Source: an optimization exercise on an open RTL-to-GDS flow (aim: small area, a short achievable clock period and few clock cycles per item). Production flows keep margins and buffers that such runs may drop.
Function was checked by simulation only, so behaviour that the tests miss may differ from the original.
No activity file was given, so power comes from the tool's default toggle rates.

[design.v]
module deserializer (
    input wire clk,              
    input wire reset_n,          
    input wire ser_in,           
    input wire data_ready,       
    output wire [7:0] data_out,   
    output reg valid             
);
    reg [7:0] shift_reg;         
    reg [2:0] bit_cnt;           
    assign data_out = (valid)? shift_reg : 8'b00;
    always @(posedge clk or negedge reset_n) begin
        if (!reset_n) begin
            shift_reg <= 8'b0;
            bit_cnt <= 3'b000;
            valid <= 1'b0;
        end else begin
            valid <= 1'b0;
            if (data_ready) begin
                shift_reg <= {shift_reg[6:0], ser_in};   
                bit_cnt <= bit_cnt + 1;
                if (bit_cnt == 3'b111) begin
                    valid <= 1'b1;           
                    bit_cnt <= 3'b000;
                end 
            end
        end
    end
endmodule
module controller(
    input wire clk,
    input wire reset_n,
    input wire [1:0] mode,
    input wire [7:0] incoming_data,
    input wire incoming_data_valid,
    output reg [7:0] data_in_w,
    output reg [7:0] data_in_n,
    output reg [7:0] data_in_b,
    output reg [7:0] data_in_p1,
    output reg [7:0] data_in_p2,
    output reg we_w,
    output reg we_n,
    output reg we_b,
    output reg we_p1,
    output reg we_p2,
    output wire [18:0] addr_w,
    output wire [9:0] addr_n,
    output wire [9:0] addr_b,
    output wire [9:0] addr_p1,
    output wire [9:0] addr_p2,
    input  wire [7:0] data_out_w,
    input  wire [7:0] data_out_n,
    input  wire [7:0] data_out_b,
    input  wire [7:0] data_out_p1,
    input  wire [7:0] data_out_p2,
    output reg [3:0] result_data,
    output reg       result_valid,
    output reg [7:0] result_score
    );
    integer i;
    reg [4:0]   state, next_state;
    reg [18:0]  w_counter, w_counter_next;
    reg [9:0]   b_counter, b_counter_next;
    reg [9:0]   n_counter, n_counter_next;  
    reg [9:0]   p1_counter, p1_counter_next;
    reg [9:0]   p2_counter, p2_counter_next;
    reg [9:0]   r_counter, r_counter_next;
    reg [15:0]  acc, acc_next;
    reg [9:0]   mac_counter, mac_counter_next;
    reg [7:0]   node, node_next;
    reg [7:0]   weight, weight_next;
    reg [7:0] result_reg, result_reg_next;
    reg [7:0] MAX_VALUE, MAX_VALUE_NEXT;
    reg [9:0] MAX_INDEX, MAX_INDEX_NEXT;
    reg [3:0] result_data_next;
    reg       result_valid_next;
    reg [7:0] result_score_next;
    wire signed [15:0] sacc     = acc;
    wire signed [15:0] sacc_m6  = sacc + 16'sd6144;
    wire signed [15:0] sacc_sh9 = sacc >>> 9;
    wire signed [15:0] sacc_p3  = sacc - 16'sd3072;
    reg  [7:0] sig_out;
    always @(*) begin
        if (sacc < -16'sd6144)
            sig_out = 8'd0;
        else if (sacc < -16'sd3072)
            sig_out = 8'd10 + sacc_m6[15:8];
        else if (sacc < 16'sd3072)
            sig_out = 8'd128 + sacc_sh9[7:0];
        else if (sacc < 16'sd6144)
            sig_out = 8'd245 + sacc_p3[15:8];
        else
            sig_out = 8'd255;
    end
    parameter IDLE          = 5'b00000;
    parameter LOAD          = 5'b00001;
    parameter READ_L1       = 5'b00010;
    parameter BIAS_L1       = 5'b00011;
    parameter NODE_L1       = 5'b00100;
    parameter WEIGHT_L1     = 5'b00101;
    parameter MAC_L1        = 5'b00110;
    parameter WRITE_L1      = 5'b00111;
    parameter READ_L2       = 5'b01000;
    parameter BIAS_L2       = 5'b01001;
    parameter NODE_L2       = 5'b01010;
    parameter WEIGHT_L2     = 5'b01011;
    parameter MAC_L2	    = 5'b01100;
    parameter WRITE_L2      = 5'b01101;
    parameter READ_L3       = 5'b01110;
    parameter BIAS_L3       = 5'b01111;
    parameter NODE_L3       = 5'b10000;
    parameter WEIGHT_L3     = 5'b10001;
    parameter MAC_L3	    = 5'b10010;
    parameter WRITE_L3      = 5'b10011;
    parameter CHECK         = 5'b10100;
    parameter RESULT	    = 5'b10101;
    parameter WAIT1         = 5'b10110;
    parameter WAIT2         = 5'b10111;
    parameter WAIT3         = 5'b11000;
    parameter WAIT4         = 5'b11001;
    parameter WAIT5         = 5'b11010;
    parameter WAIT6         = 5'b11011;
    assign addr_n = n_counter;
    assign addr_w = w_counter;
    assign addr_b = b_counter;
    assign addr_p1 = p1_counter;
    assign addr_p2 = p2_counter;
    always @(posedge clk or negedge reset_n)begin
        if (!reset_n)begin
            state               <= IDLE;
            w_counter           <= 19'b0;
            b_counter           <= 10'b0;
            n_counter           <= 10'b0;
            p1_counter          <= 10'b0;
            p2_counter          <= 10'b0;
            r_counter           <= 10'b0;
            acc                 <= 16'b0;
            mac_counter         <= 10'b0;
            node                <= 8'b0;
            weight              <= 8'b0;
            MAX_VALUE           <= 8'b0;
            MAX_INDEX           <= 10'b0;
            result_reg          <= 8'b0;
            result_data         <= 4'b0;
            result_valid        <= 1'b0;
            result_score        <= 8'b0;
        end else begin
            state               <= next_state;
            w_counter           <= w_counter_next;
            b_counter           <= b_counter_next;
            n_counter           <= n_counter_next;
            p1_counter          <= p1_counter_next;
            p2_counter          <= p2_counter_next;
            r_counter           <= r_counter_next;
            acc                 <= acc_next;
            mac_counter         <= mac_counter_next;
            node                <= node_next;
            weight              <= weight_next;
            MAX_VALUE           <= MAX_VALUE_NEXT;
            MAX_INDEX           <= MAX_INDEX_NEXT;
            result_reg          <= result_reg_next;
            result_data         <= result_data_next;
            result_valid        <= result_valid_next;
            result_score        <= result_score_next;
        end
    end
    always @(*)begin
        next_state              = state;
        w_counter_next          = w_counter;
        b_counter_next          = b_counter;
        n_counter_next          = n_counter;
        p1_counter_next          = p1_counter;
        p2_counter_next         = p2_counter;
        r_counter_next          = r_counter;
        acc_next                = acc;
        mac_counter_next        = mac_counter;
        node_next               = node;
        weight_next             = weight;
        MAX_VALUE_NEXT          = MAX_VALUE;
        MAX_INDEX_NEXT          = MAX_INDEX;
        result_reg_next         = result_reg;
        result_data_next        = result_data;
        result_valid_next       = 1'b0;
        result_score_next       = result_score;
        we_w                    = 1'b0;
        we_n                    = 1'b0;
        we_b                    = 1'b0;
        we_p1                   = 1'b0;
        we_p2                   = 1'b0;
        data_in_w               = 8'b0;
        data_in_n               = 8'b0;
        data_in_b               = 8'b0;
        data_in_p1              = 8'b0;
        data_in_p2              = 8'b0;
        case(state)
	    IDLE:	begin
	    			if (mode == 2'b01)begin			         
	    				w_counter_next = 0;
	    				next_state = LOAD;
	    			end else if (mode == 2'b10)begin		 
	    				b_counter_next = 0;
	    				next_state = LOAD;
	    			end else if (mode == 2'b11)begin         
	    			    n_counter_next = 0;
	    			    b_counter_next = 0;
	    			    w_counter_next = 0;
	    			    p1_counter_next = 0;
	    			    p2_counter_next = 0;
	    				next_state = READ_L1;
	    			end 
	    		end
	    LOAD:	begin
	    			if(w_counter < 281700 && mode == 2'b01)begin
                        	if(incoming_data_valid)begin
                        		data_in_w = incoming_data;
                        		we_w = 1'b1;
                        		w_counter_next = w_counter + 1;
                    		end 
                    end else if (b_counter < 460 && mode == 2'b10)begin
                            if(incoming_data_valid)begin
                        		data_in_b = incoming_data;
                        		we_b = 1'b1;
                        		b_counter_next = b_counter + 1;
                    		end 
                    end else begin
                        next_state = IDLE;
                    end
	    		end
            READ_L1:   begin
                    if(n_counter < 784)begin
                        if(incoming_data_valid)begin
                            data_in_n = incoming_data;
                            we_n = 1'b1;
                            n_counter_next = n_counter + 1;
                        end
                    end else begin
                        n_counter_next = 0;
                        next_state = BIAS_L1;
                    end
                    end
            WAIT1:  begin
                    next_state = BIAS_L1;
                    end 
            BIAS_L1 : begin
                    acc_next = {8'b0, data_out_b};
                    next_state = WAIT2;
                    end
            WAIT2:  begin
                    next_state = NODE_L1;
                    end        
            NODE_L1: begin
                   weight_next = data_out_w;
                   node_next = data_out_n;
                   next_state = MAC_L1;
                   w_counter_next = w_counter + 1;
                   end            
            MAC_L1:     begin
                    if (n_counter < 784)begin
                            acc_next = acc + (node*weight);
                            n_counter_next = n_counter + 1;
                            next_state = WEIGHT_L1;
                    end else begin
                        next_state = WRITE_L1;
                        mac_counter_next = mac_counter + 1;
                        n_counter_next = 0;
			            b_counter_next = b_counter + 1;
			            w_counter_next = w_counter - 1;
                    end
                    end
            WEIGHT_L1: begin
                        next_state = WAIT2;
                        end
             WRITE_L1: begin
                    data_in_p1 = sig_out;
                    we_p1 = 1'b1;
                    if (mac_counter < 300)begin
			             next_state = WAIT1;
			             p1_counter_next = p1_counter + 1;
                    end else begin
                        mac_counter_next = 10'b0;
                        b_counter_next = 300;
                        p1_counter_next = 0;
                        w_counter_next = 235200;
                        next_state = WAIT3;   
                        end
                    end
             WAIT3 : begin             
                        next_state = BIAS_L2;
                        end
             BIAS_L2:   begin
                        acc_next = {8'b0, data_out_b};                         
                        next_state = WAIT4;
                        end
            WAIT4 : begin
                    next_state = NODE_L2;
                    end
            NODE_L2:    begin
                        node_next = data_out_p1;                                     
                        weight_next = data_out_w;                                  
                        w_counter_next = w_counter + 1;
                        next_state = MAC_L2;                       
                        end
	        MAC_L2:     begin
                        if (p1_counter < 300)begin
                            acc_next = acc + (node*weight);
                            p1_counter_next = p1_counter + 1;
                            next_state = WEIGHT_L2;
                        end else begin
                            next_state = WRITE_L2;
                            mac_counter_next = mac_counter + 1;
                            p1_counter_next = 0;
			                b_counter_next = b_counter + 1;
			                w_counter_next = w_counter - 1;
                        end
                        end
            WEIGHT_L2: begin            
                        next_state = WAIT4;
                       end 
	        WRITE_L2: begin
                    data_in_p2 = sig_out;
                    we_p2 = 1'b1;
                    if (mac_counter < 150)begin
			            next_state = WAIT3;
			            p2_counter_next = p2_counter + 1;
                    end else begin
                        mac_counter_next = 10'b0;
                        b_counter_next = 450;
                        p2_counter_next = 0;
                        w_counter_next = 280200;
                        next_state = WAIT5;   
                        end
                    end
             WAIT5 : begin
                        next_state = BIAS_L3;
                    end
             BIAS_L3:   begin
                        acc_next = {8'b0, data_out_b};                         
                        next_state = WAIT6;
                        end
            WAIT6:    begin
                        next_state = NODE_L3;                       
                        end
            NODE_L3:  begin
                        node_next = data_out_p2;                                     
                        weight_next = data_out_w;                                   
                        next_state = MAC_L3;
                        w_counter_next = w_counter + 1;
                        end
	        MAC_L3:     begin
                        if (p2_counter < 150)begin
                            acc_next = acc + (node*weight);
                            p2_counter_next = p2_counter + 1;
                            next_state = WEIGHT_L3;
                        end else begin
                            next_state = WRITE_L3;
                            mac_counter_next = mac_counter + 1;
                            b_counter_next = b_counter + 1;
                            p2_counter_next = 0;
                            w_counter_next = w_counter - 1;
                        end
                        end
              WEIGHT_L3: begin
                         next_state = WAIT6;
                         end
              WRITE_L3: begin
                    result_reg_next = sig_out;
                    next_state = RESULT;
                    r_counter_next = r_counter + 1;
                    end
        	RESULT: begin
            		if (result_reg > MAX_VALUE) begin
                			MAX_VALUE_NEXT = result_reg;
                			MAX_INDEX_NEXT = r_counter - 10'd1;
        			end
        		if (r_counter < 10)begin
        			next_state = WAIT5;
        		end else begin 
        		r_counter_next = 0;
        		if (MAX_INDEX_NEXT == 0)
        			result_data_next = 4'b1111;			 
        		else
        			result_data_next = MAX_INDEX_NEXT[3:0];	 
        		result_score_next = MAX_VALUE_NEXT;
        		result_valid_next = 1'b1;
        		MAX_VALUE_NEXT = 8'b0;
        		MAX_INDEX_NEXT = 10'b0;
        		mac_counter_next = 10'b0;
        		w_counter_next = 19'b0;
        		b_counter_next = 10'b0;
        		n_counter_next = 10'b0;
        		p1_counter_next = 10'b0;
        		p2_counter_next = 10'b0;
        		next_state = READ_L1;
        		end
            end
        	default:
			next_state = IDLE;
        endcase 
        end
endmodule
module mlp_top (
    input  wire        clk,
    input  wire        reset_n,
    input  wire        ser_data,
    input  wire        data_ready,
    input  wire [1:0]  mode,
    output wire [18:0] w_addr,
    output wire        w_we,
    output wire [7:0]  w_wdata,
    input  wire [7:0]  w_rdata,
    output wire [9:0]  n_addr,
    output wire        n_we,
    output wire [7:0]  n_wdata,
    input  wire [7:0]  n_rdata,
    output wire [9:0]  b_addr,
    output wire        b_we,
    output wire [7:0]  b_wdata,
    input  wire [7:0]  b_rdata,
    output wire [9:0]  p1_addr,
    output wire        p1_we,
    output wire [7:0]  p1_wdata,
    input  wire [7:0]  p1_rdata,
    output wire [9:0]  p2_addr,
    output wire        p2_we,
    output wire [7:0]  p2_wdata,
    input  wire [7:0]  p2_rdata,
    output wire [3:0]  result_data,
    output wire        result_valid,
    output wire [7:0]  result_score
);
    wire [7:0] incoming_data;
    wire       incoming_data_valid;
    reg  [7:0] w_rdata_q;
    always @(posedge clk) begin
        w_rdata_q <= w_rdata;
    end
    deserializer u_des (
        .clk(clk),
        .reset_n(reset_n),
        .ser_in(ser_data),
        .data_ready(data_ready),
        .data_out(incoming_data),
        .valid(incoming_data_valid)
    );
    controller mlp (
        .clk(clk),
        .reset_n(reset_n),
        .mode(mode),
        .incoming_data(incoming_data),
        .incoming_data_valid(incoming_data_valid),
        .data_in_w(w_wdata),
        .data_in_n(n_wdata),
        .data_in_p1(p1_wdata),
        .data_in_p2(p2_wdata),
        .data_in_b(b_wdata),
        .we_w(w_we),
        .we_n(n_we),
        .we_b(b_we),
        .we_p1(p1_we),
        .we_p2(p2_we),
        .addr_w(w_addr),
        .addr_n(n_addr),
        .addr_b(b_addr),
        .addr_p1(p1_addr),
        .addr_p2(p2_addr),
        .data_out_w(w_rdata_q),
        .data_out_n(n_rdata),
        .data_out_b(b_rdata),
        .data_out_p1(p1_rdata),
        .data_out_p2(p2_rdata),
        .result_data(result_data),
        .result_valid(result_valid),
        .result_score(result_score)
    );
endmodule
[run.sh]
#!/bin/bash
# synth_recipe.tcl (not shown) runs the flow's synth.tcl, then flattens the netlist and writes it again
# the make line also repeats each setting of config.mk as NAME=value (left out here)
make -C /OpenROAD-flow-scripts/flow DESIGN_CONFIG=/design/flow/config.mk WORK_HOME=/design/flow/orfs CLKGATE_MAP_FILE= SYNTH_SCRIPT=/design/flow/synth_recipe.tcl finish
[config.mk]
export PLATFORM = sky130hd
export DESIGN_NAME = mlp_top
export DESIGN_NICKNAME = mlp_top
export VERILOG_FILES = /design/flow/design.v
export SDC_FILE = /design/flow/constraint.sdc
export NUM_CORES = 4
export LEC_CHECK = 0
export CAP_MARGIN = 20
export CORE_MARGIN = 2
export CORE_UTILIZATION = 40
export SLEW_MARGIN = 20
[constraint.sdc]
create_clock -name core_clock -period 7.0 [get_ports {clk}]
set_input_delay 1.4000 -clock core_clock [delete_from_list [all_inputs] [get_ports {clk}]]
set_output_delay 1.4000 -clock core_clock [all_outputs]
set_load 0.01 [all_outputs]
==> run notes <==
[cell type report]
cell class                      count  area share, %
Clock inverter                     12           1.10
Timing Repair Buffer              174           10.8
Multi-Input combinational cell   1154           51.4
Tap cell                          442           3.47
Sequential cell                   175           27.3
Inverter                          135           3.18
Clock buffer                       20           2.81
[report_power, final]
part           leakage, nW  total [mW]  switching [mW]  internal, mW
clock                0.305        1.03           0.443         0.583
sequential            2.24        1.20           0.118          1.09
combinational         4.58        1.95            1.10         0.849
[cell usage after synthesis, drive strengths merged (4+ instances only)]
| cell type | instances |
|---|---|
| or2 | 7 |
| mux2i | 9 |
| o221ai | 5 |
| nand2b | 26 |
| xnor2 | 27 |
| a211o | 5 |
| nor2 | 112 |
| a22oi | 11 |
| clkbuf | 36 |
| o22ai | 10 |
| or4 | 4 |
| a21boi | 4 |
| mux2 | 25 |
| ha | 82 |
| nand3b | 4 |
| nand4 | 11 |
| o211ai | 9 |
| nand3 | 31 |
| o31ai | 21 |
| o21bai | 6 |
| inv | 133 |
| nor4 | 7 |
| o21ai | 152 |
| buf | 23 |
| dfrtp | 167 |
| o21a | 13 |
| nand2 | 163 |
| o41ai | 5 |
| nor3 | 26 |
| a21oi | 63 |
| a21o | 15 |
| nor2b | 20 |
| xor2 | 25 |
| and2 | 68 |
| dfxtp | 8 |
| fa | 51 |
| a31oi | 19 |
| a22o | 20 |
| a211oi | 16 |
| or3 | 6 |
| a2111oi | 8 |
| and3 | 35 |
[worst reg2reg max path, cell delays in order (launching register included)]
cell and delay (ns):
dfrtp_1 0.51, nand2_1 0.12, fa_1 0.51, fa_1 0.55, inv_1 0.06, fa_1 0.52, inv_1 0.05, fa_1 0.52
inv_1 0.04, ha_1 0.33, o21a_1 0.13, o31a_1 0.13, o211ai_1 0.22, a21oi_1 0.12, a2111oi_0 0.52, nor3_1 0.16
or2_2 0.32, a22o_1 0.20
[metal layers]
| layer | share of wire (%) | global-route usage [%] | vias up | routed length, um |
|---|---|---|---|---|
| met3 | 5.5 | 4.23 | 23 | 1880 |
| li1 | - | - | 5584 | - |
| met4 | 1.2 | 5.10 | 0 | 414 |
| met2 | 44 | 31.9 | 294 | 15000 |
| met1 | 49 | 29.5 | 5472 | 16800 |
| met5 | 0 | 0 | - | 0 |
[metrics by stage]
stage                     power (mW)  setup WS, ns  std cells  hold slack (ns)
after CTS                       4.22          1.81       2112            0.461
after global routing            4.59          1.60       2112            0.473
after global placement          3.14          1.89       2080            0.452
after detailed placement        3.18          1.81       2080            0.447
after floorplan                 2.74          2.15       1523            0.439
final                           4.18          1.82       2112            0.461
[worst paths after layout]
check	startpoint	endpoint	slack, ns	cells after the start
hold reg to reg	w_rdata_q[0]$_DFF_P_	mlp.weight[0]$_DFFE_PN0P_	0.46	1
hold / removal	w_rdata_q[0]$_DFF_P_	mlp.weight[0]$_DFFE_PN0P_	0.46	1
max in group asynchronous	reset_n	mlp.MAX_VALUE[4]$_DFFE_PN0N_	4.61	2
setup / recovery	mode[1]	b_wdata[2]	1.82	8
setup reg to reg	mlp.node[1]$_DFFE_PN0P_	mlp.acc[15]$_DFFE_PN0P_	1.88	17
min in group asynchronous	reset_n	mlp.p2_counter[4]$_DFFE_PN0P_	0.96	1
[kinds of logic (layout without fill, tap and decap cells)]
group	after synthesis	count (layout)
AO/OA/AOI/OAI	406	406
AND/OR/NAND/NOR	529	529
adder cells (fa/ha/maj)	133	133
multiplexers	34	34
XOR/XNOR	52	52
buffers and inverters	194	341
flip-flops	175	175
==> out/results.tsv <==
stage	metric	value	unit
final_layout	diode count	0	
yosys	area leader, netlist	dfrtp_1	
critical_path	Critical Path RT	5.60	ns
clocking	Num CTS Buffers	17	
sta	Final min period	5.18	ns
critical_path	slowest stage cell on the critical path	clkdlybuf4s50_1	
grt	vias in the first global route	10957	
floorplanning	Die Footprint	0.0347	mm2
grt	largest net degree at the start of global routing	74	
sta	Slew headroom	34.5	%
clocking	Clock Sink Count	175	
yosys	top_reg_cell synth	dfrtp_1	
sta	number of setup violations in the final report	0	
floorplanning	core footprint	0.0326	mm2
critical_path	WP buf/inv	3	
yosys	Syn Area/Cell	8.72	um2
clocking	Post-CTS Resized	0	
sta	period utilization	74.0	%
yosys	Post-Syn Area	0.0133	mm2
final_layout	layout cell share with drive strength beyond 1	5.81	%
clocking	Clk pin slew, worst setup/hold paths	0.07	ns
yosys	Synth area leaders	dfrtp_1 31%, ha_1 7.7%, fa_1 7.7%	
final_layout	largest register by flop count	mlp.w_counter	
yosys	FFs w/ async S/R, synth	95.4	%
critical_path	CP max stage delay	0.54	ns
floorplanning	Die Wd	186	um
yosys	register area share after synthesis	32.7	%
yosys	syn nets	1702	
yosys	post-synthesis compound-gate area fraction	19.7	%
clocking	H-tree depth	4	
clocking	CTS Buffer Depth	2	
critical_path	crit path DAT	3.78	ns
critical_path	cell family with most CP delay	buffers and inverters	
floorplanning	Cell Rows	66	
floorplanning	Die H	186	um
final_layout	multi-input logic area	0.00818	mm2
floorplanning	Initial Utilization	40.7	%
yosys	Mapped Cells	1523	
power_and_ir_drop	leakage	7.12	nW
floorplanning	I/O Pins	163	
critical_path	WS Path Type	in -> out	
yosys	YS warnings	3	
grt	initial antenna violation count	0	
yosys	post-synth top area share	31.5	%
routing	Final ANT Viol Nets	0	
place	placed cell area	0.0153	mm2
clocking	clock root cell	clkbuf_16	
clocking	setup bufs post-CTS	0	
yosys	Yosys reg bits	175	
sta	final-report hold violation count	0	
final_layout	most common cell after layout, fill and taps aside	dfrtp_1	
final_layout	Final Cell Area	0.0159	mm2
run	MaxCap Viol Count	0	
yosys	Unique masters post-synth	85	
yosys	multiplexer share of the synthesized area	2.80	%
routing	via count	11373	
grt	first-pass GRT wire length	56900	um
routing	Post-route DRC	0	
routing	Via density	5.38	
place	DPL Wire Length	25500	um
place	# port buffers	162	
routing	DR iter-0 viols	980	
yosys	Synth Area in Simple Gates	20.1	%
critical_path	CP most frequent cell	clkdlybuf4s50_1	
final_layout	Layout Nets	1836	
clocking	CTS Hold Buffers Added	0	
final_layout	filler cell count	3126	
yosys	largest family of logic cells by synthesized area	simple AND/OR/NAND/NOR gates	
power_and_ir_drop	Pwr Density	262	mW/mm2
critical_path	critical path endpoint category	output pin	
critical_path	crit path launch type	input port	
sta	fmax	193	MHz
final_layout	area delta synth->final	19.9	%
grt	overflow left after global routing	0	
routing	DR WL/cell	16.2	um
final_layout	Layout Utilization	48.8	%
sta	Setup TNS Final	0	ns
yosys	EDFF count, synth	0	
yosys	Post-Synth Adder-Cell Area	15.4	%
sta	RSZ-0062 raised after global routing	no	
final_layout	max reg flops	19	
final_layout	top flop regs	mlp.w_counter x19, mlp.acc x16	
critical_path	crit-path cells	clkdlybuf4s50_1 > ha_1 > inv_1 > nor3_1 > nand2_1 > nor2_1 > and2_1 > clkdlybuf4s50_1	
power_and_ir_drop	peak supply drop	0.000205	V
sta	Least-Margin Pin Slew	0.982	ns
yosys	Synth Area in XOR/XNOR	3.43	%
final_layout	most frequent cells in the layout	167 x dfrtp_1, 161 x nand2_1, 161 x clkdlybuf4s50_1, 146 x o21ai_0, 132 x inv_1	
sta	Worst Skew	0.0133	ns
final_layout	Register Area	0.00434	mm2
grt	gr usage total	20.6	%
critical_path	Crit Path Max Fanout	9	
clocking	CTS tree	built	
clocking	clk latency of the worst-skew pair	0.44	ns
place	routability congestion estimate	0.866	
sta	final-report max-slew violation count	0	
status	status	complete, no violations	
routing	number of iterations in the first detailed-routing pass	5	
routing	final wirelength	34100	um
hold_path	Tightest Hold Check Type	reg -> reg	
Testbench counts, summed over its fixed seeds: cycles 9,086,744, images 8.

==> re-timing with driven ports <==
Ports are ideal in the flow. The routed layout listed here was re-timed in OpenROAD.
Step 1: set_driving_cell puts a clkbuf_16 on clk and a buf_2 on each other input, an assumption about the parent block.
Step 2 also shifts input and output timing later by t, the mid clock arrival at the registers, as if the neighbouring blocks saw the same clock.
a / b / c = ideal / step 1 / step 2; a / b = the first two.
t (ns): 0.486
slack for setup (ns): 1.821 / 1.788 / 1.795
latest minus earliest clock arrival (ns): 0.015 / 0.015
worst slew at a driven data input, ns: 0.04
After both steps this run still meets setup and hold. For this run, drivers alone change the setup slack by -0.033 ns; drivers and shift together by -0.026 ns.
